This is an optimization exercise on Yosys and OpenROAD, whose aim is small area, not a production implementation.
The RTL was checked by simulation tests, not by an equivalence proof against the original design.
No driver is modelled on the clock port, so clocking that relies on it looks cheaper here than on a real chip.
Power figures rest on the tool's default switching activity, not on a simulated workload.

run A:
Design c6288_top, start of the top module:
module c6288_top (clk,
    in256, in239, in222, in205, in188, in171, in154, in137, in120, in103, in86, in69, in52, in35, in18, in1, in528, in511, in494, in477, in460, in443, in426, in409, in392, in375, in358, in341, in324, in307, in290, in273,
    out6287, out6288, out6280, out6270, out6260, out6250, out6240, out6230, out6220, out6210, out6200, out6190, out6180, out6170, out6160, out6150, out6123, out5971, out5672, out5308, out4946, out4591, out4241, out3895, out3552, out3211, out2877, out2548, out2223, out1901, out1581, out545);
clock: 10.0 ns
lec_check: 0
abc_clock_period_in_ps: 10000
cap_margin: 20
core_margin: 2
core_utilization: 40
gpl_timing_driven: 0
slew_margin: 20
synth_hierarchical: 1
synth_minimum_keep_size: 0
standard.sh (not shown) runs the stock make flow with config.mk's settings and CLKGATE_MAP_FILE= SYNTH_SCRIPT=/design/flow/synth_recipe.tcl, a recipe that flattens the netlist after the stock synthesis.
==> flow/flow/run.sh <==
#!/bin/bash
set -euo pipefail
bash standard.sh \
  "BUFFER_PORTS_ARGS=-inputs -buffer_cell sky130_fd_sc_hd__buf_1" \
  "PRE_GLOBAL_PLACE_TCL=$PWD/flow/outbuf.tcl" \
  "PRE_CTS_TCL=$PWD/flow/clkbuf.tcl" \
  "CTS_ARGS=-clk_nets clk -dont_use_dummy_load" \
  finish > standard_flow.log 2>&1
Other scripts of this flow, unchanged in this note and not shown: flow/flow/clkbuf.tcl, flow/flow/outbuf.tcl
Run A has completed all stages; timing, DRC and antenna checks passed.
The inputs of run B differ from those of run A as listed below.
--- a/flow/flow/run.sh
+++ b/flow/flow/run.sh
@@ -5,0 +6 @@
+  "POST_FLOORPLAN_TCL=$PWD/flow/downsize.tcl" \
==> flow/flow/downsize.tcl (new file) <==
# Area recovery after synthesis: ABC sizes some logic gates up for a load it
# assumes; set every such gate back to its smallest (_1) size with the same
# function.  The later timing repairs size gates up again where a path needs it.
set n 0
foreach inst [[ord::get_db_block] getInsts] {
  set m [[$inst getMaster] getName]
  if { [regexp {^(sky130_fd_sc_hd__(a21oi|a21o|and2|or2|o21ai|nand2|nor2|xnor2|xor2|inv|ha|fa))_[248]$} $m -> base] } {
    replace_cell [$inst getName] ${base}_1
    incr n
  }
}
puts "downsized $n gates"
--- a/flow/config.mk
+++ b/flow/config.mk
@@ -8 +7,0 @@
-export ABC_CLOCK_PERIOD_IN_PS = 10000
@@ -12,0 +12 @@
+export SETUP_SLACK_MARGIN = -0.4
==> notes.md <==
Looking at run B and run A, the final cell count without fillers is a wash.
Relative to run A, the arrival time of data at the critical path endpoint of run B is higher by 0.13 ns.
Area: run B vs run A -> run B smaller
When the final numbers for run B and run A were put side by side, the routed metal-1 wire length turned out to be greater in run A.
The run showing the smaller global routing usage on met2 is run A.
Highest cell delay on the worst timing path, run B and run A, higher one = run A.
Overall power of the completed layout delta for run B relative to run A: 5.0% lower
Run B reached the end of the flow, and the finished layout is clean on the timing, design-rule and antenna checks.
Changes in run C relative to run B:
--- a/flow/flow/run.sh
+++ b/flow/flow/run.sh
@@ -6 +5,0 @@
-  "POST_FLOORPLAN_TCL=$PWD/flow/downsize.tcl" \
--- a/flow/config.mk
+++ b/flow/config.mk
@@ -12 +11,0 @@
-export SETUP_SLACK_MARGIN = -0.4
removed: flow/flow/downsize.tcl
## What came out
- Run C ran to completion and came out clean on the timing, design-rule and antenna checks.
- Sort run C and run B by clock network power share desc -> top: run B
- Number of library cell types mapped by synthesis: run B vs run C identical
- Comparing run C and run B, the lower total met3 wirelength after detailed routing was measured on run B.
- The highest routed metal layer comes out met4 in one run and met5 in the other, namely in run B and run C respectively.
- Total power of run C is higher than that of run B.
The inputs of run D differ from those of run C as listed below.
--- a/flow/flow/run.sh
+++ b/flow/flow/run.sh
@@ -5,0 +6 @@
+  "POST_FLOORPLAN_TCL=$PWD/flow/downsize.tcl" \
==> flow/flow/downsize.tcl (new file) <==
# Area recovery after synthesis: ABC sizes some logic gates up for a load it
# assumes; set every such gate back to its smallest (_1) size with the same
# function.  The later timing repairs size gates up again where a path needs it.
set n 0
foreach inst [[ord::get_db_block] getInsts] {
  set m [[$inst getMaster] getName]
  if { [regexp {^(sky130_fd_sc_hd__(a21oi|a21o|and2|or2|o21ai|nand2|nor2|xnor2|xor2|inv|ha|fa))_[248]$} $m -> base] } {
    replace_cell [$inst getName] ${base}_1
    incr n
  }
}
puts "downsized $n gates"
--- a/flow/config.mk
+++ b/flow/config.mk
@@ -11,0 +12 @@
+export SETUP_SLACK_MARGIN = -0.4
==> notes.md <==
~same total routing usage reported by global routing in run D and run C. Run D reached the end of the flow, and the finished layout is clean on the timing, design-rule and antenna checks. The core utilization in run D sits 0.29 points below the value recorded for run C. Run D vs run C: remaining max-slew budget at the tightest pin down in run D.

========
c6288_top, a different RTL version from the one above (not shown whole).
Size in the first run: ~610 cells after synthesis, ~32 flip-flops, roughly 65 I/O pins, about 6600 µm² of cells after synthesis.
==> flow/config.mk <==
export PLATFORM = sky130hd
export DESIGN_NAME = c6288_top
export DESIGN_NICKNAME = c6288_top
export VERILOG_FILES = /design/flow/design.v
export SDC_FILE = /design/flow/constraint.sdc
export NUM_CORES = 4
export LEC_CHECK = 0
export CAP_MARGIN = 20
export CORE_MARGIN = 2
export CORE_UTILIZATION = 40
export GPL_TIMING_DRIVEN = 0
export SETUP_SLACK_MARGIN = -0.4
export SLEW_MARGIN = 20
export SYNTH_HIERARCHICAL = 1
export SYNTH_MINIMUM_KEEP_SIZE = 0
==> flow/constraint.sdc <==
create_clock -name core_clock -period 10.0 [get_ports {clk}]
set_input_delay 2.0000 -clock core_clock [delete_from_list [all_inputs] [get_ports {clk}]]
set_output_delay 2.0000 -clock core_clock [all_outputs]
set_load 0.01 [all_outputs]
==> flow/flow/run.sh <==
#!/bin/bash
set -euo pipefail
bash standard.sh \
  "BUFFER_PORTS_ARGS=-inputs -buffer_cell sky130_fd_sc_hd__buf_1" \
  "PRE_GLOBAL_PLACE_TCL=$PWD/flow/outbuf.tcl" \
  "POST_FLOORPLAN_TCL=$PWD/flow/downsize.tcl" \
  "PRE_CTS_TCL=$PWD/flow/clkbuf.tcl" \
  "CTS_ARGS=-clk_nets clk -dont_use_dummy_load" \
  finish > standard_flow.log 2>&1
==> flow/flow/downsize.tcl <==
# Area recovery after synthesis: ABC sizes some logic gates up for a load it
# assumes; set every such gate back to its smallest (_1) size with the same
# function.  The later timing repairs size gates up again where a path needs it.
set n 0
foreach inst [[ord::get_db_block] getInsts] {
  set m [[$inst getMaster] getName]
  if { [regexp {^(sky130_fd_sc_hd__(a21oi|a21o|and2|or2|o21ai|nand2|nor2|xnor2|xor2|inv|ha|fa))_[248]$} $m -> base] } {
    replace_cell [$inst getName] ${base}_1
    incr n
  }
}
puts "downsized $n gates"
Other scripts of this flow, unchanged in this note and not shown: flow/flow/clkbuf.tcl, flow/flow/outbuf.tcl
Change:
--- a/flow/flow/run.sh
+++ b/flow/flow/run.sh
@@ -5,3 +5,2 @@
   "PRE_GLOBAL_PLACE_TCL=$PWD/flow/outbuf.tcl" \
-  "POST_FLOORPLAN_TCL=$PWD/flow/downsize.tcl" \
   "PRE_CTS_TCL=$PWD/flow/clkbuf.tcl" \
Settings changed: SETUP_SLACK_MARGIN -0.4 to default.
removed: flow/flow/downsize.tcl
Effect: Final area goes up by 0.57%; core utilization climbs by 0.25 points; sequential share of layout area hardly moves; setup slack gets better by 0.29 ns; die area stays the same.
Change:
--- a/flow/flow/run.sh
+++ b/flow/flow/run.sh
@@ -5,2 +5,3 @@
   "PRE_GLOBAL_PLACE_TCL=$PWD/flow/outbuf.tcl" \
+  "POST_FLOORPLAN_TCL=$PWD/flow/downsize.tcl" \
   "PRE_CTS_TCL=$PWD/flow/clkbuf.tcl" \
==> flow/flow/downsize.tcl (new file) <==
# Area recovery after synthesis: ABC sizes some logic gates up for a load it
# assumes; set every such gate back to its smallest (_1) size with the same
# function.  The later timing repairs size gates up again where a path needs it.
set n 0
foreach inst [[ord::get_db_block] getInsts] {
  set m [[$inst getMaster] getName]
  if { [regexp {^(sky130_fd_sc_hd__(a21oi|a21o|and2|or2|o21ai|nand2|nor2|xnor2|xor2|inv|ha|fa))_[248]$} $m -> base] } {
    replace_cell [$inst getName] ${base}_1
    incr n
  }
}
puts "downsized $n gates"
Settings changed: CORE_UTILIZATION 40 to 50, SETUP_SLACK_MARGIN from default to -0.4.
Result:
- The changed run passed the timing, design-rule and antenna checks
- final cell count decreases by a few percent
- die area is lower by about a fifth
- design area fell slightly
- total power decreases by a few percent
- flip-flop and latch count does not change
- global-route usage is higher by 5.0 points
- sequential share of layout area grows by 0.11 points
- utilization rises by 11 points
- worst setup slack is worse by 0.30 ns
- maximum frequency falls by a few percent
- clock power came out higher by a few percent
Change:
Settings changed: CORE_UTILIZATION 50 to 40, SETUP_SLACK_MARGIN -0.4 to default.
The new run finished with timing, DRC and antenna clean.
Die area goes up by a quarter to a third.
Flip-flop and latch count stays the same.
Design area goes up slightly.
Combinational power barely changes.
Final cell count goes up by a few percent.
Via count goes up slightly.

==> static timing again, ports no longer ideal <==
The results above use ideal ports. As a check the final layouts listed here were re-extracted and re-timed, cells and wires unchanged. Step 1: set_driving_cell puts a clkbuf_16 on clk and a buf_2 on each other input, an assumption about the parent block. Step 2 moves the port delays by t, midway between the first and last clock arrival at a register: inputs arrive t later, outputs are due t later. That takes back most of the time a late clock gives input paths. Slacks: no drivers / after step 1 / after step 2; pairs: no drivers / after step 1.
| run | shift t [ns] | setup slack, ns | worst register clock-pin slew, ns | pins driven straight from the clock port |
|---|---|---|---|---|
| run A | 0.234 | 0.549 / 0.595 / 0.361 | 0.11 / 0.11 | 4 |
| run B | 0.231 | 0.475 / 0.514 / 0.282 | 0.11 / 0.11 | 4 |
| run C | 0.234 | 0.549 / 0.595 / 0.361 | 0.11 / 0.11 | 4 |
| run D | 0.231 | 0.475 / 0.514 / 0.282 | 0.11 / 0.11 | 4 |
| the first run of note 2 | 0.237 | 0.345 / 0.386 / 0.149 | 0.12 / 0.12 | 4 |
| the second run of note 2 | 0.231 | 0.639 / 0.679 / 0.448 | 0.11 / 0.11 | 4 |
| the third run of note 2 | 0.232 | 0.343 / 0.383 / 0.151 | 0.11 / 0.11 | 4 |
| the fourth run of note 2 | 0.237 | 0.628 / 0.662 / 0.425 | 0.12 / 0.12 | 4 |
After both steps setup and hold are still met in every run listed. The setup slack of the fourth run of note 2, which loses most, moves by +0.034 ns with the drivers and by -0.203 ns with both steps.
